Background: an optimization exercise with open tools, aiming at small area, a short achievable clock period and few clock cycles per item. Do not read the settings as production practice.
The RTL was checked by simulation tests, not by an equivalence proof against the original design.

**flow/config.mk**
```make
export PLATFORM = sky130hd
export DESIGN_NAME = average
export DESIGN_NICKNAME = average
export VERILOG_FILES = /design/flow/design.v
export SDC_FILE = /design/flow/constraint.sdc
export NUM_CORES = 4
export LEC_CHECK = 0
export CAP_MARGIN = 20
export CORE_MARGIN = 2
export CORE_UTILIZATION = 50
export CTS_BUF_LIST = sky130_fd_sc_hd__clkbuf_4 sky130_fd_sc_hd__clkbuf_8
export CTS_CLUSTER_SIZE = 30
export GPL_TIMING_DRIVEN = 1
export SETUP_SLACK_MARGIN = 5
export SLEW_MARGIN = 20
```
**flow/constraint.sdc**
```tcl
create_clock -name core_clock -period 8.0 [get_ports {clk}]
set_input_delay 1.6000 -clock core_clock [delete_from_list [all_inputs] [get_ports {clk}]]
set_output_delay 1.6000 -clock core_clock [all_outputs]
set_load 0.01 [all_outputs]
```
**flow/design.v**
```verilog
`timescale 1ns/1ps
module average #(
    parameter NOF_BITS = 32,
    parameter WIDTH = 32
) (
    input  wire                     clk,
    input  wire                     rst_n,
    input  wire                     start,
    input  wire                     data_first,
    input  wire                     data_last,
    input  wire [NOF_BITS-1:0]      data_in,
    output wire [NOF_BITS:0]        data_out,
    output reg                      busy,
    output reg                      TO,
    output reg                      done
);
    reg        wt, dv, lst;
    reg [5:0]  c;           
    reg [31:0] din;         
    reg [16:0] cnt;         
    reg [7:0]  n3;          
    reg [32:0] q;           
    wire [15:0] r = din[15:0];
    wire fast = (cnt[16:6] == 11'd0);
    wire [5:0] r0 = {r[5:1], r[0] | q[32]};    
    wire [7:0] t  = {r0, q[31:30]};
    wire [7:0] d1, d2, d3;
    wire ge1, ge2, ge3;
    pfx_add #(8) u_d1 (.a(t), .b(~{2'b0, cnt[5:0]}),       .ci(1'b1), .s(d1), .co(ge1));
    pfx_add #(8) u_d2 (.a(t), .b(~{1'b0, cnt[5:0], 1'b0}), .ci(1'b1), .s(d2), .co(ge2));
    pfx_add #(8) u_d3 (.a(t), .b(~n3),                     .ci(1'b1), .s(d3), .co(ge3));
    wire [5:0] fr = ge3 ? d3[5:0] : ge2 ? d2[5:0] : ge1 ? d1[5:0] : t[5:0];
    wire [1:0] fd = {ge2, ge3 | (ge1 & !ge2)};
    wire [16:0] st = {r[15:1], r0[0], q[31]};
    wire [16:0] sd;
    wire        sge;
    pfx_add #(17) u_sd (.a(st), .b(~cnt), .ci(1'b1), .s(sd), .co(sge));
    wire [15:0] sr = sge ? sd[15:0] : st[15:0];
    wire [32:0] acc;
    pfx_add #(33) u_acc (.a(q), .b({1'b0, din}), .ci(1'b0), .s(acc), .co());
    wire [5:0] load = (fast && cnt[5:0] != 6'd63) ? 6'd48 : 6'd32;
    wire       one  = fast && cnt[5:0] == 6'd0;    
    always @(posedge clk) begin
        din[31:16] <= data_in[31:16];
        if (dv) begin
            q <= fast ? {1'b0, q[29:0], fd} : {1'b0, q[30:0], sge};
            din[15:0] <= fast ? {sr[15:6], fr} : sr;
        end else if (busy) begin
            q <= acc;
            din[15:0] <= lst ? 16'd0 : data_in[15:0];    
        end else begin
            q <= 33'd0;    
            din[15:0] <= data_in[15:0];
        end
        if (!busy) begin
            cnt <= 17'd0;
            n3  <= 8'd0;
        end else if (!dv) begin
            cnt <= cnt + 17'd1;
            n3  <= n3 + 8'd3;
        end
        if (wt || dv) c <= c + 6'd1;
        else if (busy) c <= load;
        else c <= 6'd0;
    end
    always @(posedge clk or negedge rst_n) begin
        if (!rst_n) begin
            wt   <= 1'b0;
            busy <= 1'b0;
            dv   <= 1'b0;
            lst  <= 1'b0;
            TO   <= 1'b0;
            done <= 1'b0;
        end else begin
            TO   <= 1'b0;
            done <= 1'b0;
            lst  <= data_last;
            if (wt) begin
                if (c == 6'd11) begin
                    wt <= 1'b0;
                    TO <= 1'b1;
                end else if (data_first && c < 6'd10) begin
                    wt   <= 1'b0;
                    busy <= 1'b1;
                end
            end else if (busy) begin
                if (dv) begin
                    if (c == 6'd63) begin
                        busy <= 1'b0;
                        dv   <= 1'b0;
                        done <= 1'b1;
                    end
                end else if (lst) begin
                    if (one) begin
                        busy <= 1'b0;
                        done <= 1'b1;
                    end else begin
                        dv <= 1'b1;
                    end
                end
            end else if (start) begin
                wt <= 1'b1;
            end
        end
    end
    assign data_out = q[32:0];
endmodule
module pfx_add #(
    parameter W = 8
) (
    input  wire [W-1:0] a,
    input  wire [W-1:0] b,
    input  wire         ci,
    output wire [W-1:0] s,
    output wire         co
);
    localparam L = $clog2(W + 1);
    reg [W:0] g0, p0, g, p, gn, pn;
    integer i, k;
    always @(*) begin
        g0 = {a & b, ci};
        p0 = {a ^ b, 1'b0};
        g = g0;
        p = p0;
        for (k = 0; k < L; k = k + 1) begin
            gn = g;
            pn = p;
            for (i = 0; i <= W; i = i + 1)
                if ((i >> k) & 1) begin
                    if (k > 0 && i == (1 << k))
                        gn[i] = (g0[i] | (p0[i] & g0[i-1])) | (p0[i] & p0[i-1] & g[i-2]);
                    else
                        gn[i] = g[i] | (p[i] & g[((i >> k) << k) - 1]);
                    pn[i] = p[i] & p[((i >> k) << k) - 1];
                end
            g = gn;
            p = pn;
        end
    end
    assign s  = a ^ b ^ g[W-1:0];
    assign co = g[W];
endmodule
```
**flow/flow/run.sh**
```bash
#!/bin/bash
set -euo pipefail
bash standard.sh SETUP_SLACK_MARGIN=5.25 "BUFFER_PORTS_ARGS=-buffer_cell sky130_fd_sc_hd__buf_1" finish > make_finish.log 2>&1
```
**flow/standard.sh**
```bash
#!/bin/bash
# synth_recipe.tcl (not shown) runs the flow's synth.tcl, then flattens the netlist and writes it again
# the make line also repeats each setting of config.mk as NAME=value (left out here)
make -C /OpenROAD-flow-scripts/flow DESIGN_CONFIG=/design/flow/config.mk WORK_HOME=/design/flow/orfs CLKGATE_MAP_FILE= SYNTH_SCRIPT=/design/flow/synth_recipe.tcl "${@:-finish}"
```
==> results.yml, run 1 <==
logic_synthesis:
  yosys.cell_types.count: 68
  yosys-top-cells-count: "dfxtp_1, ha_1, nor2_1"
  synthTopCellsByArea: "dfxtp_1, ha_1, xnor2_1"
  synth-async-reset-ratio_pct: 5.88
  synth_edf_count: 0
  synthFlopType: "dfxtp_1"
  synth.top_cell.area_share_pct: 29.4
  syn_inst: 751
  synth_warnings: 4
  ys_seq_area_share_pct: 31.7
  netlist_area_um2: 6530
  syn_nets: 859
  ys_ff_latch: 102
  yosysMostFrequentCell: "dfxtp_1"
  yosys.area.top_type: "dfxtp_1"
  syn_avg_cell_area_um2: 8.70
finish:
  area_growth_syn_to_layout_pct: 16.3
  antenna_cells: 0
  layout.cells.non_filler: 1008
  multiInputGateArea_um2: 4460
  nets: 939
  final_area_um2: 7600
  drive_gt1_share_pct: 11.4
  regArea_um2: 2090
  fillers: 1214
worst_setup_path:
  cp-end-kind: "flop"
  slowest_delay_ps: 350
  crit_slowest_cell: "dfxtp_1"
  crit_path_start: "q[32]$_SDFF_PP0_"
  crit_chain: "nor2_2 -> inv_2 -> ha_4 -> nor2b_4 -> o2111ai_4 -> a211oi_4 -> nor3_4 -> o21ai_4 -> a31oi_4 -> buf_4 -> o21ba_2 -> a22oi_1"
  r2r-end: "din[5]$_DFF_P_"
  rr_worst_depth: 12
  crit_type: "reg -> reg"
  r2r_start: "q[32]$_SDFF_PP0_"
  cp.required_ps: 8320
  critPathLaunchType: "flop"
  cp.arrival_ps: 2990
  rrSetupSlack_ps: 5330
  path_max_fanout: 5
timing:
  period_share_pct: 33.3
  worstMarginPinSlew_ps: 1050
  relSlewSlack_pct: 29.8
  setup_violations: 0
  fin_setup_tns_ps: 0
  finalCriticalPeriod_ps: 2670
  hold_viol: 0
  fmaxAchievable_mhz: 375
  rsz0062_at_grt: "true"
  clock_skew_ps: 12.0
  whs_ps: 480
  slew_viol_final: 0
clock_tree:
  cts_tree: "yes"
  cts_sinks: 102
  cts.path.max_buffers: 2
  clk_pin_slew_ps: 100
  htreeDepth: 3
  root_buffer: "clkbuf_8"
  worst_skew_pair.late_latency_ps: 390
  cts_hold_buf: 0
  cts_buffers: 9
placement:
  placed_area_um2: 6950
  port_buffers: 72
  dp_cells: 974
  place_congestion: 0.866
  hpwl_mm: 11.8
floorplan:
  die_w_um: 118
  rows: 41
  coreArea_um2: 12700
  die_h_um: 118
  die-area_um2: 14000
  io_pins: 73
  start_util_pct: 51.5
global_route:
  gr-usage-met1_pct: 29.3
  grt_busiest_layer: "met2"
  grt_pass1_vias: 5617
  met3_usage_pct: 5.65
  grtUsageTotal_pct: 23.6
  grt_util_met2_pct: 40.1
  grt_max_degree: 50
  overflow: 0
  grt_pass1_wl_mm: 26.8
  antenna_found_initial: 0
drt:
  routedWlPerCell_um: 16.6
  detail_route.iter0.violations: 373
  dr.pass1.iters: 5
  viasPerCell: 5.80
  via_count: 5845
  wl_mm: 16.8
  route.detailed.drc: 0
  antenna_left: 0
worst_hold_path:
  min_to: "c[0]$_SDFF_PP0_"
  hold_depth: 1
  hp-start: "c[0]$_SDFF_PP0_"
  hold_class: "reg -> reg"
job:
  drv_cap: 0
status:
  status: "finished clean"
repair_timing:
action	in CTS	in global routing
gates cloned	2	0
pin swaps	7	10
buffers inserted	7	8
setup endpoints to repair	30	28
hold endpoints to repair	0	0
resized for setup	18	41
cells in the final DEF (no fill, tap or decap), drive strengths merged, types with 10 or more instances in the layout:
master,count
nor3,15
xor2,19
xnor2,47
inv,46
mux2i,35
dfxtp,96
o22ai,24
nand2,49
buf,92
nor2,60
o21ai,31
o21a,11
nor2b,12
a21oi,41
a21o,17
nand3,29
clkbuf,10
ha,70
per-stage QoR:
| step | worst slack (ps) | util (%) |
|---|---|---|
| 6_report | 5330 | 60.0 |
| 5_1_grt | 5230 | 60.0 |
| 4_1_cts | 5260 | 58.0 |
| 3_5_place_dp | 4710 | 54.8 |
| 3_3_place_gp | 4760 | 54.8 |
| 2_1_floorplan | 5380 | - |
layout make-up:
class                      count  area share [%]
inverter                      45            2.22
clock inverter                 6            1.24
tap                          172            2.83
sequential                   102            27.6
clock buffer                  10            1.81
timing repair buffer          92            5.68
multi-input combinational    581            58.6
layer usage:
metal	vias to the layer above	part of all wire, %
met2	134	48
met4	0	1.8
met1	2807	45
li1	2883	-
met5	-	0
met3	21	4.9
critical path, delay by kind of cell, from the launching register on:
kind            cells  cell delay [ps]
flops               1              350
buf+inv             2              290
fa+ha+maj           1              290
simple gates        3              400
compound gates      6             1260
sequential cells by signal (all words and copies together), names as in the netlist:
signal / count
din: 32
c: 6
TO: 1
dv: 1
q: 33
cnt: 17
lst: 1
n3: 8
done: 1
busy: 1
wt: 1
cell families after synthesis:
| family | synth area share [%] |
|---|---|
| simple gates | 14.9 |
| compound gates | 20.8 |
| flops | 31.7 |
| fa+ha+maj | 13.7 |
| buf+inv | 4.10 |
| xor+xnor | 8.85 |
| mux | 5.88 |
worst max-delay path by stage:
stage	end	slack (ps)	cells past startpoint
finish	din[5]$_DFF_P_	5330	12
global route	q[25]$_DFF_P_	5230	10
detailed placement	din[0]$_DFF_P_	4710	11
floorplan	din[1]$_DFF_P_	5380	11
global placement	din[0]$_DFF_P_	4760	11
CTS	q[31]$_DFF_P_	5260	9
Testbench counts, summed over its fixed seeds: cycles 27,663, items 800.
==> run 2: changes to the inputs <==
--- a/flow/config.mk
+++ b/flow/config.mk
@@ -9,6 +9,5 @@
 export CORE_MARGIN = 2
-export CORE_UTILIZATION = 50
+export CORE_UTILIZATION = 42
 export CTS_BUF_LIST = sky130_fd_sc_hd__clkbuf_4 sky130_fd_sc_hd__clkbuf_8
 export CTS_CLUSTER_SIZE = 30
-export GPL_TIMING_DRIVEN = 1
 export SETUP_SLACK_MARGIN = 5
==> results.yml, run 2 <==
finish:
  largest_reg_flops: 33
  antenna_cells: 0
  top_register: "q"
  reg.largest.list: "q (33), din (32), cnt (17)"
  layout.cells.non_filler: 1030
  drive_gt1_share_pct: 12.4
  area_growth_syn_to_layout_pct: 17.4
  layout_common_cells: "dfxtp_1, buf_1, ha_1"
  nets: 945
  mostFrequentLayoutCell: "dfxtp_1"
worst_setup_path:
  cp.required_ps: 8290
  critPathBufInv: 0
  crit_chain: "ha_2 -> a21o_1 -> a31o_1 -> nor2b_1 -> a2111o_1 -> o211ai_2 -> a211oi_2 -> or3_1 -> a41o_1"
  cp-end-kind: "flop"
  path_max_fanout: 5
  crit_slowest_cell: "dfxtp_2"
  critPathLaunchType: "flop"
  cp.arrival_ps: 3040
  crit_type: "reg -> reg"
  cp_top_family: "compound AO/OA/AOI/OAI gates"
  slowest_delay_ps: 390
timing:
  rsz0062_at_grt: "true"
  fmaxAchievable_mhz: 365
  fin_setup_tns_ps: 0
  setup_violations: 0
  hold_viol: 0
  clock_skew_ps: 11.7
  period_share_pct: 34.3
  slew_viol_final: 0
  relSlewSlack_pct: 31.5
  finalCriticalPeriod_ps: 2740
  worstMarginPinSlew_ps: 1030
clock_tree:
  clk_pin_slew_ps: 100
  cts_tree: "yes"
  cts_hold_buf: 0
  cts_sinks: 102
  cts_buffers: 9
  root_buffer: "clkbuf_8"
  cts.path.max_buffers: 2
  htreeDepth: 3
  worst_skew_pair.late_latency_ps: 390
global_route:
  grt_pass1_vias: 5494
  antenna_found_initial: 0
  grt_pass1_wl_mm: 27.5
  grtUsageTotal_pct: 20.9
  grt_max_degree: 49
  overflow: 0
logic_synthesis:
  synth-async-reset-ratio_pct: 5.88
  netlist_area_um2: 6530
  yosys-top-cells-count: "dfxtp_1, ha_1, nor2_1"
  yosys.area.top_type: "dfxtp_1"
  ys_ff_latch: 102
  synth_warnings: 4
  synth.top_cell.area_share_pct: 29.4
  yosysMostFrequentCell: "dfxtp_1"
  synthTopCellsByArea: "dfxtp_1, ha_1, xnor2_1"
  syn_inst: 751
  syn_nets: 859
  ys_seq_area_share_pct: 31.7
  syn_avg_cell_area_um2: 8.70
  yosys.cell_types.count: 68
  synthFlopType: "dfxtp_1"
  synth_edf_count: 0
worst_hold_path:
  hold_class: "reg -> reg"
job:
  drv_cap: 0
floorplan:
  coreArea_um2: 15200
  die-area_um2: 16600
  io_pins: 73
  die_h_um: 129
  start_util_pct: 43.0
  die_w_um: 129
  rows: 45
drt:
  wl_mm: 17.1
  dr.pass1.iters: 5
  detail_route.iter0.violations: 333
  via_count: 5819
  antenna_left: 0
  routedWlPerCell_um: 16.6
  route.detailed.drc: 0
  viasPerCell: 5.65
placement:
  dp_cells: 990
  place_congestion: 0.836
  port_buffers: 72
  hpwl_mm: 12.0
status:
  status: "finished clean"
-- run 2: cell counts after synthesis --
No cell type changed its count.
-- run 2: cell type report --
class	count	area, µm²
multi-input cells	581	4470
inverters	45	169
repair buffers	98	489
fillers	1471	7530
clock inverters	5	58.8
clock buffers	11	145
well taps	188	235
flip-flops and latches	102	2100
-- run 2: cell families (layout without fill, tap and decap cells) --
group / count (synthesis) / after routing / share of synthesized area (%)
AND/OR/NAND/NOR: 205 / 205 / 14.9
AO/OA/AOI/OAI: 199 / 201 / 20.8
flip-flops: 102 / 102 / 31.7
adder cells (fa/ha/maj): 71 / 71 / 13.7
buffers and inverters: 70 / 159 / 4.10
XOR/XNOR: 66 / 66 / 8.85
multiplexers: 38 / 38 / 5.88
-- run 2: final timing paths --
kind / start / endpoint / slack (ps) / cells past startpoint
worst max-delay path: q[16]$_DFF_P_ / q[31]$_DFF_P_ / 5260 / 9
worst min-delay path: c[0]$_SDFF_PP0_ / c[0]$_SDFF_PP0_ / 470 / 1
worst max register to register: q[16]$_DFF_P_ / q[31]$_DFF_P_ / 5260 / 9
worst min register to register: c[0]$_SDFF_PP0_ / c[0]$_SDFF_PP0_ / 470 / 1
max in group asynchronous: rst_n / busy$_DFFE_PN0P_ / 6660 / 1
min in group asynchronous: rst_n / dv$_DFFE_PN0P_ / 1060 / 1
-- run 2: per-stage QoR --
stage / setup WS [ps] / cell area (µm²) / hold WS, ps / util (%)
global placement: 4730 / 6970 / 445 / 45.8
global route: 5080 / 7670 / 497 / 50.4
CTS: 5260 / 7320 / 481 / 48.1
finish: 5260 / 7670 / 471 / 50.4
detailed placement: 4700 / 6970 / 457 / 45.8
floorplan: 5380 / 6530 / 426 / -
-- run 2: repair_timing --
action | CTS | global route
setup buffers | 8 | 14
pin swaps | 5 | 21
setup endpoints to repair | 30 | 31
gates cloned | 2 | 0
resized for setup | 17 | 48
-- run 2: routing by layer --
layer  share of wire [%]  track usage (%)  vias up
li1                    -                -     2914
met1                  48             28.1     2769
met2                  46             33.9      120
met3                 3.9             4.28       16
met4                 1.5             6.52        0
met5                   0                0        -
==> run 3: changes to the inputs <==
--- a/flow/config.mk
+++ b/flow/config.mk
@@ -7,5 +7,6 @@
 export LEC_CHECK = 0
+export ABC_AREA = 1
 export CAP_MARGIN = 20
 export CORE_MARGIN = 2
-export CORE_UTILIZATION = 42
+export CORE_UTILIZATION = 50
 export CTS_BUF_LIST = sky130_fd_sc_hd__clkbuf_4 sky130_fd_sc_hd__clkbuf_8
==> results.yml, run 3 <==
logic_synthesis:
  synth.top_cell.area_share_pct: 26.9
  yosys.area_share.simple_pct: 31.2
  yosys.cell_types.count: 46
  syn_avg_cell_area_um2: 6.67
  netlist_area_um2: 7140
  muxShareOfSynthArea_pct: 0
  synth_compound_area_share_pct: 16.5
  syn_nets: 1178
  synth-async-reset-ratio_pct: 5.88
  yosys.area.top_type: "dfxtp_1"
  synthFlopType: "dfxtp_1"
  synthAdderAreaFrac_pct: 12.5
  synth_warnings: 4
  yosys-top-cells-count: "nand2_1, inv_1, dfxtp_1"
  ys_seq_area_share_pct: 29.0
  ys_ff_latch: 102
  synthTopCellsByArea: "dfxtp_1, nand2_1, ha_1"
  synth_top_family_by_area: "simple AND/OR/NAND/NOR gates"
  syn_inst: 1070
  yosysMostFrequentCell: "nand2_1"
  synth-xor-area-share_pct: 2.58
  synth_edf_count: 0
drt:
  antenna_left: 0
  wl_mm: 18.8
  dr.pass1.iters: 5
  via_count: 6966
  routedWlPerCell_um: 14.3
  viasPerCell: 5.28
  detail_route.iter0.violations: 387
  route.detailed.drc: 0
finish:
  area_growth_syn_to_layout_pct: 8.57
  largest_reg_flops: 33
  final_area_um2: 7750
  reg.largest.list: "q (33), din (32), cnt (17)"
  antenna_cells: 0
  top_register: "q"
  nets: 1242
  layout_common_cells: "nand2_1, inv_1, dfxtp_1"
  mostFrequentLayoutCell: "nand2_1"
  utilization_pct: 55.6
  drive_gt1_share_pct: 4.65
clock_tree:
  clk_pin_slew_ps: 100
  cts.path.max_buffers: 2
  htreeDepth: 3
  cts_tree: "yes"
  cts_sinks: 102
  cts_buffers: 9
  cts_hold_buf: 0
  worst_skew_pair.late_latency_ps: 390
  root_buffer: "clkbuf_8"
timing:
  timing.final.ws_setup_ps: 5280
  rsz0062_at_grt: "true"
  clock_skew_ps: 7.31
  worstMarginPinSlew_ps: 771
  fmaxAchievable_mhz: 368
  relSlewSlack_pct: 48.6
  hold_viol: 0
  fin_setup_tns_ps: 0
  slew_viol_final: 0
  setup_violations: 0
  finalCriticalPeriod_ps: 2720
  period_share_pct: 33.9
worst_setup_path:
  cp_num_cells: 1
  crit_chain: "buf_1"
  rr_worst_depth: 15
  cp_top_family: "flip-flops"
  path_max_fanout: 13
  slowest_delay_ps: 570
  crit_slowest_cell: "dfrtp_4"
  crit_path_start: "busy$_DFFE_PN0P_"
  cp.arrival_ps: 1120
  rrSetupSlack_ps: 5520
  cp-end-kind: "primary output"
  r2r_start: "q[32]$_SDFF_PP0_"
  critPathLaunchType: "flop"
  critPathBufInv: 1
  crit_type: "reg -> out"
  crit_path_end: "busy"
  cp.required_ps: 6400
  r2r-end: "din[4]$_DFF_P_"
floorplan:
  start_util_pct: 51.3
  die_w_um: 124
  io_pins: 73
  coreArea_um2: 13900
  rows: 43
  die-area_um2: 15300
  die_h_um: 124
placement:
  placed_area_um2: 7560
  hpwl_mm: 14.1
  port_buffers: 72
  place_congestion: 0.888
  place_ws_ps: 5410
status:
  status: "finished clean"
worst_hold_path:
  hold_class: "reg -> reg"
global_route:
  overflow: 0
  grt_pass1_vias: 6004
  grt_pass1_wl_mm: 29.9
  grtUsageTotal_pct: 25.2
  antenna_found_initial: 0
  grt_max_degree: 55
job:
  drv_cap: 0
## run 3: cell count changes after synthesis, sizes merged, moves of 16 or more
| cell | change |
|---|---|
| a21o | -16 |
| a21oi | +54 |
| nand3 | +55 |
| nor2 | +33 |
| nand2 | +231 |
| inv | +76 |
| mux2i | -35 |
| o21ai | +48 |
| xnor2 | -37 |
## run 3: cell type report
class,count,area [µm²]
multi-input cells,819,4490
well taps,180,225
repair buffers,78,315
inverters,124,469
fillers,1488,6180
flip-flops and latches,102,2080
clock buffers,11,145
clock inverters,5,32.5
## run 3: repair_timing
item | in CTS | in global routing
setup endpoints to repair | 2 | 4
buffers inserted | 0 | 1
hold endpoints to repair | 0 | 0
resized for setup | 3 | 2
## run 3: how the worst min path moves through the flow
| stage | start | endpoint | cells after the start |
|---|---|---|---|
| finish | c[0]$_SDFF_PP0_ | c[0]$_SDFF_PP0_ | 1 |
| global route | c[0]$_SDFF_PP0_ | c[0]$_SDFF_PP0_ | 1 |
| CTS | c[0]$_SDFF_PP0_ | c[0]$_SDFF_PP0_ | 1 |
| detailed placement | c[0]$_SDFF_PP0_ | c[0]$_SDFF_PP0_ | 1 |
| global placement | c[0]$_SDFF_PP0_ | c[0]$_SDFF_PP0_ | 1 |
| floorplan | c[0]$_SDFF_PP0_ | c[0]$_SDFF_PP0_ | 1 |
## run 3: logic make-up (layout without fill, tap and decap cells)
logic type,count (synthesis),count (layout)
buffers and inverters,149,218
XOR/XNOR,21,21
adder cells (fa/ha/maj),71,71
flip-flops,102,102
AO/OA/AOI/OAI,215,215
AND/OR/NAND/NOR,512,512
## run 3: per-stage QoR
step,std cells,hold WS (ps)
final,1319,462
after global routing,1319,488
after CTS,1318,473
after detailed placement,1302,449
after global placement,1302,440
after floorplan,1070,418
## run 3: routing by layer
metal	track usage, %	routed length, µm	part of all wire [%]
met2	40.5	8400	45
met3	3.41	649	3.4
met1	35.1	9430	50
met5	0	0	0
met4	7.67	333	1.8
==> run 4: changes to the inputs <==
--- a/flow/config.mk
+++ b/flow/config.mk
@@ -7,3 +7,2 @@
 export LEC_CHECK = 0
-export ABC_AREA = 1
 export CAP_MARGIN = 20
==> results.yml, run 4 <==
status:
  status: "finished clean"
timing:
  setup_violations: 0
  slew_viol_final: 0
  period_share_pct: 33.3
  fmaxAchievable_mhz: 375
  relSlewSlack_pct: 29.8
  worstMarginPinSlew_ps: 1050
  clock_skew_ps: 12.0
  fin_setup_tns_ps: 0
  rsz0062_at_grt: "true"
  hold_viol: 0
  finalCriticalPeriod_ps: 2670
logic_synthesis:
  yosys.cell_types.count: 68
  netlist_area_um2: 6530
  yosys-top-cells-count: "dfxtp_1, ha_1, nor2_1"
  synthTopCellsByArea: "dfxtp_1, ha_1, xnor2_1"
  yosysMostFrequentCell: "dfxtp_1"
  yosys.area.top_type: "dfxtp_1"
  synth.top_cell.area_share_pct: 29.4
  synth_warnings: 4
  synth_edf_count: 0
  syn_nets: 859
  syn_inst: 751
  ys_seq_area_share_pct: 31.7
  synthFlopType: "dfxtp_1"
  syn_avg_cell_area_um2: 8.70
  synth-async-reset-ratio_pct: 5.88
  ys_ff_latch: 102
finish:
  antenna_cells: 0
  drive_gt1_share_pct: 11.4
  top_register: "q"
  largest_reg_flops: 33
  nets: 939
  layout.cells.non_filler: 1008
  area_growth_syn_to_layout_pct: 16.3
  layout_common_cells: "dfxtp_1, buf_1, ha_1"
  reg.largest.list: "q (33), din (32), cnt (17)"
  fillers: 1214
  mostFrequentLayoutCell: "dfxtp_1"
global_route:
  grtUsageTotal_pct: 23.6
  overflow: 0
  grt_pass1_wl_mm: 26.8
  antenna_found_initial: 0
  grt_max_degree: 50
  grt_pass1_vias: 5617
drt:
  via_count: 5845
  wl_mm: 16.8
  dr.pass1.iters: 5
  route.detailed.drc: 0
  detail_route.iter0.violations: 373
  routedWlPerCell_um: 16.6
  antenna_left: 0
  viasPerCell: 5.80
floorplan:
  coreArea_um2: 12700
  die-area_um2: 14000
  die_w_um: 118
  die_h_um: 118
  io_pins: 73
  start_util_pct: 51.5
  rows: 41
placement:
  place_congestion: 0.866
  hpwl_mm: 11.8
  dp_cells: 974
  port_buffers: 72
worst_setup_path:
  critPathLaunchType: "flop"
  rr_worst_depth: 12
  rrSetupSlack_ps: 5330
  cp.required_ps: 8320
  cp-end-kind: "flop"
  path_max_fanout: 5
  r2r_start: "q[32]$_SDFF_PP0_"
  r2r-end: "din[5]$_DFF_P_"
  crit_path_start: "q[32]$_SDFF_PP0_"
  crit_type: "reg -> reg"
  cp.arrival_ps: 2990
clock_tree:
  cts.path.max_buffers: 2
  cts_sinks: 102
  worst_skew_pair.late_latency_ps: 390
  cts_hold_buf: 0
  root_buffer: "clkbuf_8"
  clk_pin_slew_ps: 100
  htreeDepth: 3
  cts_tree: "yes"
  cts_buffers: 9
worst_hold_path:
  hold_class: "reg -> reg"
  min_to: "c[0]$_SDFF_PP0_"
  hold_depth: 1
  hp-start: "c[0]$_SDFF_PP0_"
job:
  drv_cap: 0
## run 4: area by class of cell
type / instances / area (µm²) / area share, %
clock buffers: 10 / 138 / 1.81
well taps: 172 / 215 / 2.83
repair buffers: 92 / 432 / 5.68
flip-flops and latches: 102 / 2090 / 27.6
clock inverters: 6 / 93.8 / 1.24
inverters: 45 / 169 / 2.22
multi-input cells: 581 / 4460 / 58.6
## run 4: routing by layer
metal / GRT usage (%) / share of wire, % / up-vias / wire (µm)
met5: 0 / 0 / - / 0
met4: 8.06 / 1.8 / 0 / 306
met3: 5.65 / 4.9 / 21 / 822
met2: 40.1 / 48 / 134 / 8110
met1: 29.3 / 45 / 2807 / 7510
li1: - / - / 2883 / -
## run 4: repair_timing
item	CTS	global route
buffers inserted	7	8
pin swaps	7	10
resized for setup	18	41
cloned	2	0
setup endpoints to repair	30	28
## run 4: how the worst max path moves through the flow
stage,to,slack (ps),cells after the start
global route,q[25]$_DFF_P_,5230,10
finish,din[5]$_DFF_P_,5330,12
global placement,din[0]$_DFF_P_,4760,11
detailed placement,din[0]$_DFF_P_,4710,11
floorplan,din[1]$_DFF_P_,5380,11
CTS,q[31]$_DFF_P_,5260,9
## run 4: cells by family (layout without fill, tap and decap cells)
logic type	after synthesis	after routing	synth area share, %
flip-flops	102	102	31.7
XOR/XNOR	66	66	8.85
AND/OR/NAND/NOR	205	205	14.9
buffers and inverters	70	153	4.10
multiplexers	38	38	5.88
AO/OA/AOI/OAI	199	201	20.8
adder cells (fa/ha/maj)	71	71	13.7
## run 4: stage by stage
| stage | setup slack [ps] | hold WS [ps] | util, % | area [µm²] |
|---|---|---|---|---|
| floorplan | 5380 | 426 | - | 6530 |
| global placement | 4760 | 449 | 54.8 | 6950 |
| detailed placement | 4710 | 460 | 54.8 | 6950 |
| CTS | 5260 | 484 | 58.0 | 7350 |
| global route | 5230 | 518 | 60.0 | 7600 |
| finish | 5330 | 480 | 60.0 | 7600 |
## run 4: worst max-delay path, cell delays in order (launching register included)
cell,delay (ps)
dfxtp_1,350
nor2_2,120
inv_2,80
ha_4,290
nor2b_4,200
o2111ai_4,150
a211oi_4,300
nor3_4,80
o21ai_4,260
a31oi_4,190
buf_4,210
o21ba_2,200
a22oi_1,160
==> run 5: changes to the inputs <==
--- a/flow/config.mk
+++ b/flow/config.mk
@@ -7,2 +7,3 @@
 export LEC_CHECK = 0
+export ABC_CLOCK_PERIOD_IN_PS = 2700
 export CAP_MARGIN = 20
==> results.yml, run 5 <==
clock_tree:
  cts_hold_buf: 0
  root_buffer: "clkbuf_8"
  cts_buffers: 9
  cts_sinks: 102
  htreeDepth: 3
  cts.path.max_buffers: 2
  clk_pin_slew_ps: 100
  cts_tree: "yes"
  worst_skew_pair.late_latency_ps: 390
floorplan:
  rows: 41
  die-area_um2: 14000
  io_pins: 73
  die_w_um: 118
  die_h_um: 118
  start_util_pct: 51.5
  coreArea_um2: 12700
logic_synthesis:
  yosys.cell_types.count: 68
  ys_seq_area_share_pct: 31.7
  synth.top_cell.area_share_pct: 29.4
  yosysMostFrequentCell: "dfxtp_1"
  synthTopCellsByArea: "dfxtp_1, ha_1, xnor2_1"
  synth_edf_count: 0
  syn_avg_cell_area_um2: 8.70
  synth_warnings: 4
  syn_inst: 751
  synth-async-reset-ratio_pct: 5.88
  yosys.area.top_type: "dfxtp_1"
  yosys-top-cells-count: "dfxtp_1, ha_1, nor2_1"
  synthFlopType: "dfxtp_1"
  netlist_area_um2: 6530
  ys_ff_latch: 102
  syn_nets: 859
job:
  drv_cap: 0
global_route:
  grt_max_degree: 50
  antenna_found_initial: 0
  grt_pass1_wl_mm: 26.8
  grt_pass1_vias: 5617
  overflow: 0
  grtUsageTotal_pct: 23.6
worst_hold_path:
  hold_class: "reg -> reg"
  hp-start: "c[0]$_SDFF_PP0_"
drt:
  dr.pass1.iters: 5
  via_count: 5845
  wl_mm: 16.8
  antenna_left: 0
  detail_route.iter0.violations: 373
  viasPerCell: 5.80
  routedWlPerCell_um: 16.6
  route.detailed.drc: 0
worst_setup_path:
  crit_path_start: "q[32]$_SDFF_PP0_"
  cp-end-kind: "flop"
  path_max_fanout: 5
  crit_chain: "nor2_2 -> inv_2 -> ha_4 -> nor2b_4 -> o2111ai_4 -> a211oi_4 -> nor3_4 -> o21ai_4 -> a31oi_4 -> buf_4 -> o21ba_2 -> a22oi_1"
  critPathLaunchType: "flop"
  cp.required_ps: 8320
  cp.arrival_ps: 2990
  crit_slowest_cell: "dfxtp_1"
  r2r_start: "q[32]$_SDFF_PP0_"
  crit_type: "reg -> reg"
  slowest_delay_ps: 350
finish:
  mostFrequentLayoutCell: "dfxtp_1"
  top_register: "q"
  antenna_cells: 0
  largest_reg_flops: 33
  drive_gt1_share_pct: 11.4
  layout.cells.non_filler: 1008
  reg.largest.list: "q (33), din (32), cnt (17)"
  area_growth_syn_to_layout_pct: 16.3
  nets: 939
  final_area_um2: 7600
  layout_common_cells: "dfxtp_1, buf_1, ha_1"
timing:
  period_share_pct: 33.3
  finalCriticalPeriod_ps: 2670
  rsz0062_at_grt: "true"
  slew_viol_final: 0
  worstMarginPinSlew_ps: 1050
  whs_ps: 480
  relSlewSlack_pct: 29.8
  fin_setup_tns_ps: 0
  hold_viol: 0
  fmaxAchievable_mhz: 375
  setup_violations: 0
  clock_skew_ps: 12.0
placement:
  place_congestion: 0.866
  dp_cells: 974
  placed_area_um2: 6950
  hpwl_mm: 11.8
  port_buffers: 72
status:
  status: "finished clean"
run 5: cell counts after synthesis:
No cell type changed its count.
run 5: path summary, 6_finish.rpt:
check                                   end  slack (ps)  cells past startpoint
setup / recovery             din[5]$_DFF_P_        5330                     12
hold / removal              c[0]$_SDFF_PP0_         480                      1
setup reg to reg             din[5]$_DFF_P_        5330                     12
hold reg to reg             c[0]$_SDFF_PP0_         480                      1
max in group asynchronous  busy$_DFFE_PN0P_        6680                      1
min in group asynchronous      TO$_DFF_PN0_        1060                      1
run 5: cell families (layout without fill, tap and decap cells):
kind of cell	Yosys count	after routing	synth area share (%)
simple gates	205	205	14.9
compound gates	199	201	20.8
flops	102	102	31.7
fa+ha+maj	71	71	13.7
buf+inv	70	153	4.10
xor+xnor	66	66	8.85
mux	38	38	5.88
run 5: final cells by class:
cell class                      count  area, µm²
Fill cell                        1214       5070
Multi-Input combinational cell    581       4460
Sequential cell                   102       2090
Timing Repair Buffer               92        432
Tap cell                          172        215
Inverter                           45        169
Clock buffer                       10        138
Clock inverter                      6       93.8
run 5: timing repair:
item,in CTS,in global routing
pin swaps,7,10
setup endpoints to repair,30,28
resized for setup,18,41
buffers inserted,7,8
gates cloned,2,0
run 5: stage by stage:
stage	utilization [%]	worst slack (ps)
global route	60.0	5230
global placement	54.8	4760
finish	60.0	5330
CTS	58.0	5260
floorplan	-	5380
detailed placement	54.8	4710
run 5: routing by layer:
layer / vias up / share of wire, % / track usage, %
met5: - / 0 / 0
li1: 2883 / - / -
met2: 134 / 48 / 40.1
met3: 21 / 4.9 / 5.65
met4: 0 / 1.8 / 8.06
met1: 2807 / 45 / 29.3
run 5: critical path: cells and delay by family (launching register included):
family	cells	cell delay, ps
buffers and inverters	2	290
AND/OR/NAND/NOR	3	400
flip-flops	1	350
AO/OA/AOI/OAI	6	1260
adder cells (fa/ha/maj)	1	290
==> run 6: changes to the inputs <==
==> flow/flow/run.sh (replaced) <==
#!/bin/bash
set -euo pipefail
bash standard.sh SETUP_SLACK_MARGIN=5.2 "BUFFER_PORTS_ARGS=-buffer_cell sky130_fd_sc_hd__buf_1" finish > make_finish.log 2>&1
--- a/flow/config.mk
+++ b/flow/config.mk
@@ -7,3 +7,2 @@
 export LEC_CHECK = 0
-export ABC_CLOCK_PERIOD_IN_PS = 2700
 export CAP_MARGIN = 20
==> results.yml, run 6 <==
timing:
  fmaxAchievable_mhz: 366
  hold_viol: 0
  worstMarginPinSlew_ps: 1040
  period_share_pct: 34.2
  finalCriticalPeriod_ps: 2730
  clock_skew_ps: 10.4
  relSlewSlack_pct: 30.4
  rsz0062_at_grt: "true"
  whs_ps: 478
  setup_violations: 0
  slew_viol_final: 0
  fin_setup_tns_ps: 0
logic_synthesis:
  netlist_area_um2: 6530
  synth_edf_count: 0
  synth-async-reset-ratio_pct: 5.88
  synth.top_cell.area_share_pct: 29.4
  yosys.area.top_type: "dfxtp_1"
  syn_nets: 859
  syn_inst: 751
  yosys.cell_types.count: 68
  yosys-top-cells-count: "dfxtp_1, ha_1, nor2_1"
  synth_warnings: 4
  syn_avg_cell_area_um2: 8.70
  synthFlopType: "dfxtp_1"
  ys_ff_latch: 102
  yosysMostFrequentCell: "dfxtp_1"
  ys_seq_area_share_pct: 31.7
  synthTopCellsByArea: "dfxtp_1, ha_1, xnor2_1"
global_route:
  grt_pass1_wl_mm: 26.6
  grt_pass1_vias: 5578
  grt_max_degree: 50
  antenna_found_initial: 0
  overflow: 0
  grtUsageTotal_pct: 23.5
floorplan:
  coreArea_um2: 12700
  die_w_um: 118
  io_pins: 73
  start_util_pct: 51.5
  die_h_um: 118
  rows: 41
  die-area_um2: 14000
finish:
  mostFrequentLayoutCell: "dfxtp_1"
  drive_gt1_share_pct: 9.29
  top_register: "q"
  largest_reg_flops: 33
  layout_common_cells: "dfxtp_1, buf_1, ha_1"
  nets: 932
  area_growth_syn_to_layout_pct: 14.6
  antenna_cells: 0
  reg.largest.list: "q (33), din (32), cnt (17)"
drt:
  wl_mm: 16.4
  route.detailed.drc: 0
  viasPerCell: 5.84
  antenna_left: 0
  dr.pass1.iters: 5
  routedWlPerCell_um: 16.4
  via_count: 5842
  detail_route.iter0.violations: 358
worst_setup_path:
  cp.required_ps: 8320
  cp-end-kind: "flop"
  rrSetupSlack_ps: 5270
  critPathLaunchType: "flop"
  cp.arrival_ps: 3060
  crit_type: "reg -> reg"
  path_max_fanout: 5
clock_tree:
  cts_buffers: 9
  htreeDepth: 3
  cts_sinks: 102
  clk_pin_slew_ps: 100
  cts_tree: "yes"
  worst_skew_pair.late_latency_ps: 390
  cts.path.max_buffers: 2
  root_buffer: "clkbuf_8"
  cts_hold_buf: 0
status:
  status: "finished clean"
placement:
  place_congestion: 0.866
  port_buffers: 72
  hpwl_mm: 11.8
worst_hold_path:
  hold_class: "reg -> reg"
job:
  drv_cap: 0
[run 6: cell types whose count changed in the layout (fill, tap and decap cells not counted), moves of 2 or more]
cell / before / now
buf_4: 18 / 11
dfxtp_1: 83 / 88
dfxtp_2: 11 / 8
dfxtp_4: 2 / 0
[run 6: area by class of cell]
type	count	area (µm²)
clock buffer	10	138
fill	1223	5190
timing repair buffer	85	379
multi-input combinational	581	4400
inverter	45	169
tap	172	215
clock inverter	6	93.8
sequential	102	2080
[run 6: cells by family after synthesis]
family	share of synthesized area [%]
compound gates	20.8
buf+inv	4.10
fa+ha+maj	13.7
mux	5.88
xor+xnor	8.85
simple gates	14.9
flops	31.7
[run 6: worst max-delay path, stage by stage (launching register included)]
cell and delay [ps]:
dfxtp_1 350, nor2_1 130, inv_2 80, ha_4 280
nor2b_4 200, o2111ai_4 140, a211oi_2 340, nor3_2 110
o21ai_4 270, a31oi_4 190, buf_4 200, o21ba_2 200
a22oi_1 160
[run 6: final timing paths]
path	cells past startpoint	from	endpoint
max	12	q[32]$_SDFF_PP0_	din[5]$_DFF_P_
min	1	c[0]$_SDFF_PP0_	c[0]$_SDFF_PP0_
min reg2reg	1	c[0]$_SDFF_PP0_	c[0]$_SDFF_PP0_
max reg2reg	12	q[32]$_SDFF_PP0_	din[5]$_DFF_P_
min in group asynchronous	1	rst_n	TO$_DFF_PN0_
max in group asynchronous	1	rst_n	busy$_DFFE_PN0P_
[run 6: stage by stage]
stage / worst slack [ps] / std cells / instance area (µm²) / util (%)
after floorplan: 5380 / 751 / 6530 / -
final: 5270 / 1001 / 7480 / 59.1
after global routing: 5150 / 1001 / 7480 / 59.1
after CTS: 5190 / 998 / 7310 / 57.7
after detailed placement: 4710 / 974 / 6950 / 54.8
after global placement: 4760 / 974 / 6950 / 54.8
[run 6: timing repair]
action | in CTS | in global routing
cloned | 2 | 0
setup buffers | 6 | 2
setup endpoints to repair | 25 | 26
resized for setup | 11 | 31
pin swaps | 5 | 9
[run 6: layer usage]
layer	vias up	global-route usage [%]	routed length, µm
met5	-	0	0
met4	0	7.38	257
met3	16	5.45	779
met2	142	40.1	7960
met1	2807	29.3	7440
li1	2877	-	-
==> run 7: changes to the inputs <==
==> flow/flow/run.sh (replaced) <==
#!/bin/bash
set -euo pipefail
bash standard.sh SETUP_SLACK_MARGIN=5.4 "BUFFER_PORTS_ARGS=-buffer_cell sky130_fd_sc_hd__buf_1" finish > make_finish.log 2>&1
--- a/flow/config.mk
+++ b/flow/config.mk
@@ -9,3 +9,3 @@
 export CORE_MARGIN = 2
-export CORE_UTILIZATION = 50
+export CORE_UTILIZATION = 60
 export CTS_BUF_LIST = sky130_fd_sc_hd__clkbuf_4 sky130_fd_sc_hd__clkbuf_8
==> results.yml, run 7 <==
drt:
  detail_route.iter0.violations: 496
  antenna_left: 0
  wl_mm: 17.8
  viasPerCell: 6.05
  dr.pass1.iters: 5
  route.detailed.drc: 0
  routedWlPerCell_um: 17.8
  via_count: 6034
placement:
  place_congestion: 0.915
  port_buffers: 72
  hpwl_mm: 11.7
  dp_cells: 942
logic_synthesis:
  netlist_area_um2: 6530
  syn_inst: 751
  yosys.area.top_type: "dfxtp_1"
  synthFlopType: "dfxtp_1"
  synth.top_cell.area_share_pct: 29.4
  yosys-top-cells-count: "dfxtp_1, ha_1, nor2_1"
  synthTopCellsByArea: "dfxtp_1, ha_1, xnor2_1"
  synth_warnings: 4
  synth-async-reset-ratio_pct: 5.88
  ys_ff_latch: 102
  yosysMostFrequentCell: "dfxtp_1"
  synth_edf_count: 0
  yosys.cell_types.count: 68
  syn_nets: 859
  syn_avg_cell_area_um2: 8.70
  ys_seq_area_share_pct: 31.7
finish:
  nets: 960
  fillers: 806
  regArea_um2: 2140
  multiInputGateArea_um2: 4610
  layout_common_cells: "buf_1, nor2_1, ha_1"
  utilization_pct: 73.7
  antenna_cells: 0
  reg.largest.list: "q (33), din (32), cnt (17)"
  area_growth_syn_to_layout_pct: 21.2
  mostFrequentLayoutCell: "buf_1"
  largest_reg_flops: 33
  drive_gt1_share_pct: 20.4
  top_register: "q"
  layout.cells.non_filler: 997
floorplan:
  start_util_pct: 60.8
  die-area_um2: 11700
  rows: 38
  coreArea_um2: 10700
  io_pins: 73
  die_h_um: 108
  die_w_um: 108
status:
  status: "finished clean"
clock_tree:
  cts_buffers: 9
  cts.path.max_buffers: 2
  htreeDepth: 3
  clk_pin_slew_ps: 110
  root_buffer: "clkbuf_8"
  worst_skew_pair.late_latency_ps: 410
  cts_sinks: 102
  cts_tree: "yes"
  cts_hold_buf: 0
worst_hold_path:
  hold_class: "reg -> reg"
timing:
  fin_setup_tns_ps: 0
  clock_skew_ps: 19.5
  setup_violations: 0
  period_share_pct: 33.0
  relSlewSlack_pct: 22.6
  hold_viol: 0
  finalCriticalPeriod_ps: 2640
  rsz0062_at_grt: "true"
  slew_viol_final: 0
  worstMarginPinSlew_ps: 1160
  fmaxAchievable_mhz: 379
  whs_ps: 472
job:
  drv_cap: 0
worst_setup_path:
  cp.required_ps: 8280
  crit_type: "reg -> reg"
  critPathLaunchType: "flop"
  cp-end-kind: "flop"
  rrSetupSlack_ps: 5360
  path_max_fanout: 6
  cp.arrival_ps: 2920
global_route:
  grt_pass1_vias: 5578
  grt_pass1_wl_mm: 26.8
  antenna_found_initial: 0
  grtUsageTotal_pct: 29.4
  overflow: 0
  grt_max_degree: 34
run 7: area by class of cell:
class	instances	share of cell area, %
timing repair buffer	113	7.74
inverter	45	2.13
multi-input combinational	581	58.2
tap	140	2.21
clock inverter	5	0.727
clock buffer	11	1.91
sequential	102	27.1
run 7: repair_timing:
item | 4_1_cts | 5_1_grt
setup buffers | 20 | 16
gates cloned | 1 | 2
endpoints found under the setup margin | 44 | 59
gates resized for setup | 52 | 79
pin swaps | 13 | 37
run 7: layer usage:
metal / vias to the layer above / GRT usage, % / wire (µm)
met4: 0 / 7.23 / 321
li1: 2925 / - / -
met2: 186 / 52.6 / 8950
met3: 26 / 6.81 / 1000
met1: 2897 / 35.5 / 7500
met5: - / 0 / 0
run 7: path summary, 6_finish.rpt:
check | depth (start not counted) | to | start
worst max-delay path | 12 | din[4]$_DFF_P_ | q[32]$_SDFF_PP0_
worst min-delay path | 1 | c[0]$_SDFF_PP0_ | c[0]$_SDFF_PP0_
worst max register to register | 12 | din[4]$_DFF_P_ | q[32]$_SDFF_PP0_
worst min register to register | 1 | c[0]$_SDFF_PP0_ | c[0]$_SDFF_PP0_
max in group asynchronous | 1 | busy$_DFFE_PN0P_ | rst_n
min in group asynchronous | 1 | TO$_DFF_PN0_ | rst_n
run 7: critical path: stages, from the launching register on:
cell	delay, ps
dfxtp_2	360
nor2_2	110
inv_2	70
ha_4	220
nor2b_4	140
o2111ai_4	200
a211oi_2	120
nor3_2	230
o21ai_2	120
a31oi_4	400
buf_12	180
mux2i_1	210
o221ai_1	140
run 7: logic make-up after synthesis:
family | after synthesis | share of synthesized area [%]
AOI/OAI and AO/OA | 199 | 20.8
xor gates and xnor gates | 66 | 8.85
adders and majority gates | 71 | 13.7
buffers and inverters | 70 | 4.10
DFF | 102 | 31.7
muxes | 38 | 5.88
and+or+nand+nor | 205 | 14.9
run 7: metrics by stage:
stage	setup slack, ps	instance area, µm²
detailed placement	4770	6910
floorplan	5410	6540
global route	5250	7920
global placement	4820	6910
finish	5360	7920
CTS	5360	7490
==> run 8: changes to the inputs <==
--- a/flow/config.mk
+++ b/flow/config.mk
@@ -7,5 +7,6 @@
 export LEC_CHECK = 0
+export ABC_AREA = 1
 export CAP_MARGIN = 20
 export CORE_MARGIN = 2
-export CORE_UTILIZATION = 60
+export CORE_UTILIZATION = 50
 export CTS_BUF_LIST = sky130_fd_sc_hd__clkbuf_4 sky130_fd_sc_hd__clkbuf_8
==> results.yml, run 8 <==
status:
  status: "finished clean"
logic_synthesis:
  syn_inst: 1070
  synth.top_cell.area_share_pct: 26.9
  synthTopCellsByArea: "dfxtp_1, nand2_1, ha_1"
  ys_seq_area_share_pct: 29.0
  yosys.cell_types.count: 46
  ys_ff_latch: 102
  synth_warnings: 4
  syn_nets: 1178
  syn_avg_cell_area_um2: 6.67
  synth_top_family_by_area: "simple AND/OR/NAND/NOR gates"
  yosys.area.top_type: "dfxtp_1"
  synthAdderAreaFrac_pct: 12.5
  synth_edf_count: 0
  synth-async-reset-ratio_pct: 5.88
  yosys.area_share.simple_pct: 31.2
  synth_compound_area_share_pct: 16.5
  synthFlopType: "dfxtp_1"
  yosys-top-cells-count: "nand2_1, inv_1, dfxtp_1"
  muxShareOfSynthArea_pct: 0
  yosysMostFrequentCell: "nand2_1"
  netlist_area_um2: 7140
  synth-xor-area-share_pct: 2.58
floorplan:
  start_util_pct: 51.3
  die-area_um2: 15300
  die_w_um: 124
  coreArea_um2: 13900
  die_h_um: 124
  rows: 43
  io_pins: 73
worst_setup_path:
  path_max_fanout: 2
  cp_top_family: "flip-flops"
  cp_num_cells: 1
  cp.required_ps: 6400
  critPathBufInv: 1
  r2r-end: "din[13]$_DFF_P_"
  rrSetupSlack_ps: 5610
  cp.arrival_ps: 1000
  crit_chain: "buf_6"
  crit_path_end: "busy"
  slowest_delay_ps: 490
  crit_slowest_cell: "dfrtp_4"
  critPathLaunchType: "flop"
  crit_type: "reg -> out"
  rr_worst_depth: 13
  cp-end-kind: "primary output"
  r2r_start: "cnt[2]$_SDFFE_PN0N_"
  crit_path_start: "busy$_DFFE_PN0P_"
finish:
  nets: 1244
  fillers: 1478
  final_area_um2: 7850
  reg.largest.list: "q (33), din (32), cnt (17)"
  drive_gt1_share_pct: 7.62
  top_register: "q"
  area_growth_syn_to_layout_pct: 9.88
  layout_common_cells: "nand2_1, inv_1, a21oi_1"
  antenna_cells: 0
  largest_reg_flops: 33
  multiInputGateArea_um2: 4520
  regArea_um2: 2110
  mostFrequentLayoutCell: "nand2_1"
clock_tree:
  cts_buffers: 9
  clk_pin_slew_ps: 100
  cts_sinks: 102
  root_buffer: "clkbuf_8"
  htreeDepth: 3
  cts_tree: "yes"
  cts_hold_buf: 0
  cts.path.max_buffers: 2
  worst_skew_pair.late_latency_ps: 390
global_route:
  grt_max_degree: 55
  grt_pass1_wl_mm: 30.1
  overflow: 0
  grt_pass1_vias: 6023
  antenna_found_initial: 0
  grtUsageTotal_pct: 25.3
timing:
  slew_viol_final: 0
  timing.final.ws_setup_ps: 5400
  finalCriticalPeriod_ps: 2600
  hold_viol: 0
  worstMarginPinSlew_ps: 932
  fin_setup_tns_ps: 0
  clock_skew_ps: 5.79
  fmaxAchievable_mhz: 385
  setup_violations: 0
  period_share_pct: 32.5
  relSlewSlack_pct: 37.8
  rsz0062_at_grt: "true"
  whs_ps: 462
drt:
  antenna_left: 0
  detail_route.iter0.violations: 424
  dr.pass1.iters: 5
  via_count: 6978
  viasPerCell: 5.28
  wl_mm: 18.9
  routedWlPerCell_um: 14.3
  route.detailed.drc: 0
placement:
  port_buffers: 72
  placed_area_um2: 7560
  place_ws_ps: 5410
  hpwl_mm: 14.1
  place_congestion: 0.888
job:
  drv_cap: 0
worst_hold_path:
  hold_class: "reg -> reg"
-- run 8: cell types whose count changed after synthesis, sizes merged, moves of 37 or more --
| cell | change |
|---|---|
| a21oi | +54 |
| inv | +76 |
| nand2 | +231 |
| nand3 | +55 |
| o21ai | +48 |
| xnor2 | -37 |
-- run 8: worst min path at each step --
stage	to	cells past startpoint	from
floorplan	c[0]$_SDFF_PP0_	1	c[0]$_SDFF_PP0_
CTS	c[0]$_SDFF_PP0_	1	c[0]$_SDFF_PP0_
global route	c[0]$_SDFF_PP0_	1	c[0]$_SDFF_PP0_
finish	c[0]$_SDFF_PP0_	1	c[0]$_SDFF_PP0_
detailed placement	c[0]$_SDFF_PP0_	1	c[0]$_SDFF_PP0_
global placement	c[0]$_SDFF_PP0_	1	c[0]$_SDFF_PP0_
-- run 8: final cells by class --
cell class	count	share of cell area, %
clock buffer	11	1.85
clock inverter	5	0.415
inverter	124	5.98
multi-input combinational	819	57.6
sequential	102	26.9
tap	180	2.87
timing repair buffer	80	4.42
-- run 8: timing repair --
item,CTS,global route
buffers inserted,3,0
endpoints found under the setup margin,16,33
gates resized for setup,17,26
pin swaps,0,0
-- run 8: layer usage --
layer	GRT usage (%)	vias to the layer above	part of all wire, %
met5	0	-	0
li1	-	3701	-
met4	7.67	0	2.1
met1	35.3	3119	50
met2	40.6	134	45
met3	3.41	24	3.6
-- run 8: through the flow --
step,std cells,utilization (%)
2_1_floorplan,1070,-
3_3_place_gp,1302,54.2
3_5_place_dp,1302,54.2
4_1_cts,1321,55.8
5_1_grt,1321,56.3
6_report,1321,56.3
-- run 8: kinds of logic (layout without fill, tap and decap cells) --
group / count (synthesis) / after routing
flip-flops: 102 / 102
AO/OA/AOI/OAI: 215 / 215
XOR/XNOR: 21 / 21
adder cells (fa/ha/maj): 71 / 71
AND/OR/NAND/NOR: 512 / 512
buffers and inverters: 149 / 220
==> run 9: changes to the inputs <==
==> flow/flow/run.sh (replaced) <==
#!/bin/bash
set -euo pipefail
bash standard.sh SETUP_SLACK_MARGIN=5.5 "BUFFER_PORTS_ARGS=-buffer_cell sky130_fd_sc_hd__buf_1" finish > make_finish.log 2>&1
==> results.yml, run 9 <==
placement:
  port_buffers: 72
  hpwl_mm: 14.1
  place_congestion: 0.888
  place_ws_ps: 5410
timing:
  timing.final.ws_setup_ps: 5400
  hold_viol: 0
  period_share_pct: 32.5
  worstMarginPinSlew_ps: 915
  fmaxAchievable_mhz: 384
  slew_viol_final: 0
  setup_violations: 0
  rsz0062_at_grt: "true"
  relSlewSlack_pct: 39.0
  fin_setup_tns_ps: 0
  clock_skew_ps: 8.20
  finalCriticalPeriod_ps: 2600
clock_tree:
  cts_hold_buf: 0
  worst_skew_pair.late_latency_ps: 390
  cts_buffers: 9
  cts_sinks: 102
  clk_pin_slew_ps: 100
  htreeDepth: 3
  cts_tree: "yes"
  cts.path.max_buffers: 2
  root_buffer: "clkbuf_8"
floorplan:
  io_pins: 73
  coreArea_um2: 13900
  die_h_um: 124
  die-area_um2: 15300
  die_w_um: 124
  rows: 43
  start_util_pct: 51.3
logic_synthesis:
  synth_top_family_by_area: "simple AND/OR/NAND/NOR gates"
  synth_compound_area_share_pct: 16.5
  yosys.cell_types.count: 46
  yosys.area_share.simple_pct: 31.2
  ys_seq_area_share_pct: 29.0
  synth-async-reset-ratio_pct: 5.88
  synth.top_cell.area_share_pct: 26.9
  synthAdderAreaFrac_pct: 12.5
  synth_warnings: 4
  synth_edf_count: 0
  yosys.area.top_type: "dfxtp_1"
  yosysMostFrequentCell: "nand2_1"
  yosys-top-cells-count: "nand2_1, inv_1, dfxtp_1"
  synth-xor-area-share_pct: 2.58
  synthTopCellsByArea: "dfxtp_1, nand2_1, ha_1"
  ys_ff_latch: 102
  syn_nets: 1178
  synthFlopType: "dfxtp_1"
  muxShareOfSynthArea_pct: 0
  syn_avg_cell_area_um2: 6.67
  netlist_area_um2: 7140
  syn_inst: 1070
worst_setup_path:
  crit_slowest_cell: "dfrtp_4"
  crit_chain: "buf_6"
  cp_top_family: "flip-flops"
  cp.required_ps: 6400
  critPathBufInv: 1
  crit_type: "reg -> out"
  cp.arrival_ps: 1000
  slowest_delay_ps: 490
  path_max_fanout: 2
  cp-end-kind: "primary output"
  critPathLaunchType: "flop"
drt:
  route.detailed.drc: 0
  routedWlPerCell_um: 14.5
  viasPerCell: 5.29
  detail_route.iter0.violations: 471
  wl_mm: 19.6
  via_count: 7132
  antenna_left: 0
  dr.pass1.iters: 4
global_route:
  grt_pass1_wl_mm: 31.0
  grtUsageTotal_pct: 26.3
  grt_max_degree: 55
  antenna_found_initial: 0
  grt_pass1_vias: 6172
  overflow: 0
finish:
  multiInputGateArea_um2: 4520
  fillers: 1460
  drive_gt1_share_pct: 13.3
  utilization_pct: 58.9
  nets: 1272
  largest_reg_flops: 33
  layout_common_cells: "nand2_1, inv_1, a21oi_1"
  area_growth_syn_to_layout_pct: 15.0
  top_register: "q"
  reg.largest.list: "q (33), din (32), cnt (17)"
  regArea_um2: 2140
  antenna_cells: 0
  mostFrequentLayoutCell: "nand2_1"
worst_hold_path:
  hold_class: "reg -> reg"
status:
  status: "finished clean"
job:
  drv_cap: 0
[run 9: cell counts after synthesis]
No cell type changed its count.
[run 9: cell type report]
type	count	area share [%]
multi-input combinational	819	55.0
clock buffer	11	1.77
inverter	124	5.68
timing repair buffer	108	8.38
clock inverter	5	0.396
tap	180	2.74
sequential	102	26.0
[run 9: cell families (layout without fill, tap and decap cells)]
family	Yosys count	after routing
flops	102	102
simple gates	512	512
compound gates	215	215
xor+xnor	21	21
fa+ha+maj	71	71
buf+inv	149	248
[run 9: timing repair]
action / 4_1_cts / 5_1_grt
buffers inserted: 30 / 1
setup endpoints to repair: 46 / 48
endpoints found under the hold margin: 0 / 0
resized for setup: 80 / 25
[run 9: metrics by stage]
| stage | std cells | hold slack (ps) | area [µm²] |
|---|---|---|---|
| floorplan | 1070 | 418 | 7140 |
| global placement | 1302 | 440 | 7560 |
| detailed placement | 1302 | 449 | 7560 |
| CTS | 1348 | 473 | 8090 |
| global route | 1349 | 488 | 8210 |
| finish | 1349 | 462 | 8210 |
[run 9: metal layers]
| layer | part of all wire [%] | wire [µm] | track usage (%) |
|---|---|---|---|
| met5 | 0 | 0 | 0 |
| met1 | 50 | 9700 | 36.1 |
| met4 | 1.9 | 367 | 8.10 |
| met3 | 3.3 | 644 | 4.01 |
| met2 | 45 | 8870 | 42.4 |
[run 9: worst paths after layout]
kind                            depth (start not counted)          endpoint  slack, ps                start
min in group asynchronous                               1  busy$_DFFE_PN0P_       1060                rst_n
worst max-delay path                                    1              busy       5400     busy$_DFFE_PN0P_
worst min register to register                          1   c[0]$_SDFF_PP0_        460      c[0]$_SDFF_PP0_
worst min-delay path                                    1   c[0]$_SDFF_PP0_        460      c[0]$_SDFF_PP0_
max in group asynchronous                               1  busy$_DFFE_PN0P_       6670                rst_n
worst max register to register                         13   din[13]$_DFF_P_       5590  cnt[2]$_SDFFE_PN0N_

[re-timing with driven ports]
No port has a modelled driver above. Below, the same layouts with a new extraction and two added sets of constraints.
Step 1: set_driving_cell puts a clkbuf_16 on clk and a buf_2 on each other input, an assumption about the parent block.
Step 2 adds t to the input delays and takes it off the output delays; t is the mean of the earliest and latest rising clock arrival at the registers after step 1. Input paths then give back, and output paths get back, about the clock's delay inside the block.
Slacks: ideal ports / drivers / drivers and shift; pairs: ideal ports / drivers.
run | t (ns) | setup slack, ns | hold slack, ns
run 1 | 0.423 | 5.334 / 5.334 / 5.334 | 0.480 / 0.480 / 0.480
run 2 | 0.424 | 5.257 / 5.257 / 5.257 | 0.471 / 0.471 / 0.471
run 3 | 0.427 | 5.284 / 5.246 / 5.515 | 0.462 / 0.462 / 0.462
run 4 | 0.423 | 5.334 / 5.334 / 5.334 | 0.480 / 0.480 / 0.480
run 5 | 0.423 | 5.334 / 5.334 / 5.334 | 0.480 / 0.480 / 0.480
run 6 | 0.424 | 5.265 / 5.265 / 5.265 | 0.478 / 0.478 / 0.478
run 7 | 0.433 | 5.363 / 5.363 / 5.363 | 0.472 / 0.472 / 0.472
run 8 | 0.424 | 5.401 / 5.363 / 5.523 | 0.462 / 0.462 / 0.462
run 9 | 0.428 | 5.399 / 5.360 / 5.523 | 0.462 / 0.462 / 0.462
After both steps every run listed still meets setup and hold.
